This design comes from an exercise in tuning for small area and a short achievable clock period on the open sky130 flow, not from production work.
RTL that was checked went through simulation tests only; none was proved equivalent to the original.

## job 1266
==> module bf_prefix, before the edit <==
module bf_prefix(
    input  [12:0] g,
    input  [12:0] p,
    input  cin,
    output [12:0] c
);
    wire [12:0] g0 = {g[12:1], g[0] | (p[0] & cin)};
    wire [12:0] gl [0:4];
    wire [12:0] pl [0:4];
    assign gl[0] = g0;
    assign pl[0] = p;
    genvar l, i;
    generate for (l = 0; l < 4; l = l + 1) begin : lv
        for (i = 0; i < 13; i = i + 1) begin : b
            localparam integer d = (l == 0) ? 1 : (1 << l);
            if ((i % 2 == 1) && (i >= d + (l == 0 ? 0 : 1))) begin
                assign gl[l+1][i] = gl[l][i] | (pl[l][i] & gl[l][i-d]);
                assign pl[l+1][i] = pl[l][i] & pl[l][i-d];
            end else begin
                assign gl[l+1][i] = gl[l][i];
                assign pl[l+1][i] = pl[l][i];
            end
        end
    end endgenerate
    wire [12:0] gf;
    generate for (i = 0; i < 13; i = i + 1) begin : f
        if (i % 2 == 0 && i >= 2) assign gf[i] = g0[i] | (p[i] & gl[4][i-1]);
        else                      assign gf[i] = gl[4][i];
    end endgenerate
    assign c = {gf[11:0], cin};
endmodule
Settings: LEC_CHECK=0, CAP_MARGIN=20, CORE_MARGIN=2, CORE_UTILIZATION=40, CTS_CLUSTER_DIAMETER=100, CTS_CLUSTER_SIZE=30, SETUP_SLACK_MARGIN=4.2, SLEW_MARGIN=20; clock period 7.0 ns.
run.sh (not shown) runs the stock make flow with config.mk's settings and CLKGATE_MAP_FILE= SYNTH_SCRIPT=/design/flow/synth_recipe.tcl, a recipe that flattens the netlist after the stock synthesis.
diff inputs: job 1266 => job 3993
diff --git a/flow/design.v b/flow/design.v
--- a/flow/design.v
+++ b/flow/design.v
@@ -160,28 +160,23 @@
     wire [12:0] pl [0:4];
     assign gl[0] = g0;
     assign pl[0] = p;
     genvar l, i;
     generate for (l = 0; l < 4; l = l + 1) begin : lv
         for (i = 0; i < 13; i = i + 1) begin : b
-            localparam integer d = (l == 0) ? 1 : (1 << l);
-            if ((i % 2 == 1) && (i >= d + (l == 0 ? 0 : 1))) begin
-                assign gl[l+1][i] = gl[l][i] | (pl[l][i] & gl[l][i-d]);
-                assign pl[l+1][i] = pl[l][i] & pl[l][i-d];
+            if ((i >> l) & 1) begin
+                localparam integer j = ((i >> l) << l) - 1;
+                assign gl[l+1][i] = gl[l][i] | (pl[l][i] & gl[l][j]);
+                assign pl[l+1][i] = pl[l][i] & pl[l][j];
             end else begin
                 assign gl[l+1][i] = gl[l][i];
                 assign pl[l+1][i] = pl[l][i];
             end
         end
     end endgenerate
-    wire [12:0] gf;
-    generate for (i = 0; i < 13; i = i + 1) begin : f
-        if (i % 2 == 0 && i >= 2) assign gf[i] = g0[i] | (p[i] & gl[4][i-1]);
-        else                      assign gf[i] = gl[4][i];
-    end endgenerate
-    assign c = {gf[11:0], cin};
+    assign c = {gl[4][11:0], cin};
 endmodule
 module twiddle_factor(
     input  [51:0] t,
     input  [42:0] p2,
     output [97:0] y
 );
[summary]
| post-synthesis cell area | job 3993 vs job 1266 | 810 um^2 lower |
In the reports for job 3993 and job 1266, the larger finished layout cell area belongs to job 1266.
| setup slack of the critical path after layout | job 3993 vs job 1266 | 0.25 ns lower |
Cmp job 3993 and job 1266 / area added between synthesis and finish / higher: job 3993
Delta (job 3993 minus job 1266): non-clock buffer total of the final layout went up; fraction of area in clock buffers and inverters went down; initial antenna violation count went up; share of the core filled with cells went up.
As far as sequential cell count of the final layout goes, job 3993 and job 1266 are indistinguishable; the numbers are identical.
Function was not checked in any run of this note: the RTL went through the layout flow alone.

top_fft, a different RTL version from the one above (not shown whole).
Size: roughly 4000 cells after synthesis, ~39000 um2 of cells after synthesis.
==> module bf_prefix, before the edit <==
module bf_prefix(
    input  [12:0] g,
    input  [12:0] p,
    input  cin,
    output [12:0] c
);
    wire [12:0] g0 = {g[12:1], g[0] | (p[0] & cin)};
    wire [12:0] g1, p1, g2, p2, g3, p3, g4;
    genvar i;
    generate for (i = 0; i < 13; i = i + 1) begin : l
        if (i >= 1) begin
            assign g1[i] = g0[i] | (p[i] & g0[i-1]);
            assign p1[i] = p[i] & p[i-1];
        end else begin
            assign g1[i] = g0[i];
            assign p1[i] = p[i];
        end
        if (i >= 2) begin
            assign g2[i] = g1[i] | (p1[i] & g1[i-2]);
            assign p2[i] = p1[i] & p1[i-2];
        end else begin
            assign g2[i] = g1[i];
            assign p2[i] = p1[i];
        end
        if (i >= 4) begin
            assign g3[i] = g2[i] | (p2[i] & g2[i-4]);
            assign p3[i] = p2[i] & p2[i-4];
        end else begin
            assign g3[i] = g2[i];
            assign p3[i] = p2[i];
        end
        if (i >= 8) assign g4[i] = g3[i] | (p3[i] & g3[i-8]);
        else        assign g4[i] = g3[i];
    end endgenerate
    assign c = {g4[11:0], cin};
endmodule
export LEC_CHECK = 0
export CAP_MARGIN = 20
export CORE_MARGIN = 2
export CORE_UTILIZATION = 50
export CTS_CLUSTER_DIAMETER = 100
export CTS_CLUSTER_SIZE = 30
export PLACE_DENSITY = 0.7
export SETUP_SLACK_MARGIN = 4.2
export SLEW_MARGIN = 20
create_clock -name core_clock -period 7.0 [get_ports {clk}]
Edit:
--- a/flow/design.v
+++ b/flow/design.v
@@ -156,34 +156,29 @@
     output [12:0] c
 );
     wire [12:0] g0 = {g[12:1], g[0] | (p[0] & cin)};
-    wire [12:0] g1, p1, g2, p2, g3, p3, g4;
-    genvar i;
-    generate for (i = 0; i < 13; i = i + 1) begin : l
-        if (i >= 1) begin
-            assign g1[i] = g0[i] | (p[i] & g0[i-1]);
-            assign p1[i] = p[i] & p[i-1];
-        end else begin
-            assign g1[i] = g0[i];
-            assign p1[i] = p[i];
+    wire [12:0] gl [0:4];
+    wire [12:0] pl [0:4];
+    assign gl[0] = g0;
+    assign pl[0] = p;
+    genvar l, i;
+    generate for (l = 0; l < 4; l = l + 1) begin : lv
+        for (i = 0; i < 13; i = i + 1) begin : b
+            localparam integer d = (l == 0) ? 1 : (1 << l);
+            if ((i % 2 == 1) && (i >= d + (l == 0 ? 0 : 1))) begin
+                assign gl[l+1][i] = gl[l][i] | (pl[l][i] & gl[l][i-d]);
+                assign pl[l+1][i] = pl[l][i] & pl[l][i-d];
+            end else begin
+                assign gl[l+1][i] = gl[l][i];
+                assign pl[l+1][i] = pl[l][i];
+            end
         end
-        if (i >= 2) begin
-            assign g2[i] = g1[i] | (p1[i] & g1[i-2]);
-            assign p2[i] = p1[i] & p1[i-2];
-        end else begin
-            assign g2[i] = g1[i];
-            assign p2[i] = p1[i];
-        end
-        if (i >= 4) begin
-            assign g3[i] = g2[i] | (p2[i] & g2[i-4]);
-            assign p3[i] = p2[i] & p2[i-4];
-        end else begin
-            assign g3[i] = g2[i];
-            assign p3[i] = p2[i];
-        end
-        if (i >= 8) assign g4[i] = g3[i] | (p3[i] & g3[i-8]);
-        else        assign g4[i] = g3[i];
     end endgenerate
-    assign c = {g4[11:0], cin};
+    wire [12:0] gf;
+    generate for (i = 0; i < 13; i = i + 1) begin : f
+        if (i % 2 == 0 && i >= 2) assign gf[i] = g0[i] | (p[i] & gl[4][i-1]);
+        else                      assign gf[i] = gl[4][i];
+    end endgenerate
+    assign c = {gf[11:0], cin};
 endmodule
 module twiddle_factor(
     input  [51:0] t,
Effect: The changed run ran to the end with no violations; die area drops by 1.7%; design area went down by 1.0%; synthesized area decreases by 1.7%; non-clock buffer count is higher by 7.
Function not checked in the second run of this note: the RTL went through the layout flow alone.

[re-timing with driven ports]
In the flow no input, the clock included, has a driving cell. The finished layouts below were timed again as built, in two steps. Step 1, drivers: a clkbuf_16 drives clk and a buf_2 each remaining input, both assumed. Step 2 moves the port delays by t, midway between the first and last clock arrival at a register: inputs arrive t later, outputs are due t later. That takes back most of the time a late clock gives input paths. a / b / c = ideal / step 1 / step 2; a / b = the first two.
| run | t (ns) | slack for setup (ns) | hold slack, ns | worst register clock-pin slew, ns | worst slew at a driven data input, ns |
|---|---|---|---|---|---|
| job 1266 | 0.650 | 4.232 / 4.232 / 3.880 | 0.320 / 0.320 / 0.320 | 0.12 / 0.12 | 0.08 |
| job 3993 | 0.697 | 3.983 / 3.983 / 3.798 | 0.326 / 0.326 / 0.326 | 0.11 / 0.11 | 0.06 |
| the first run of note 2 | 0.698 | 4.266 / 4.212 / 3.816 | 0.326 / 0.326 / 0.326 | 0.11 / 0.11 | 0.07 |
| the second run of note 2 | 0.691 | 4.226 / 4.226 / 3.884 | 0.320 / 0.320 / 0.320 | 0.12 / 0.12 | 0.06 |
After both steps every run listed still meets setup and hold. The setup slack of the first run of note 2, which loses most, moves by -0.054 ns with the drivers and by -0.450 ns with both steps.
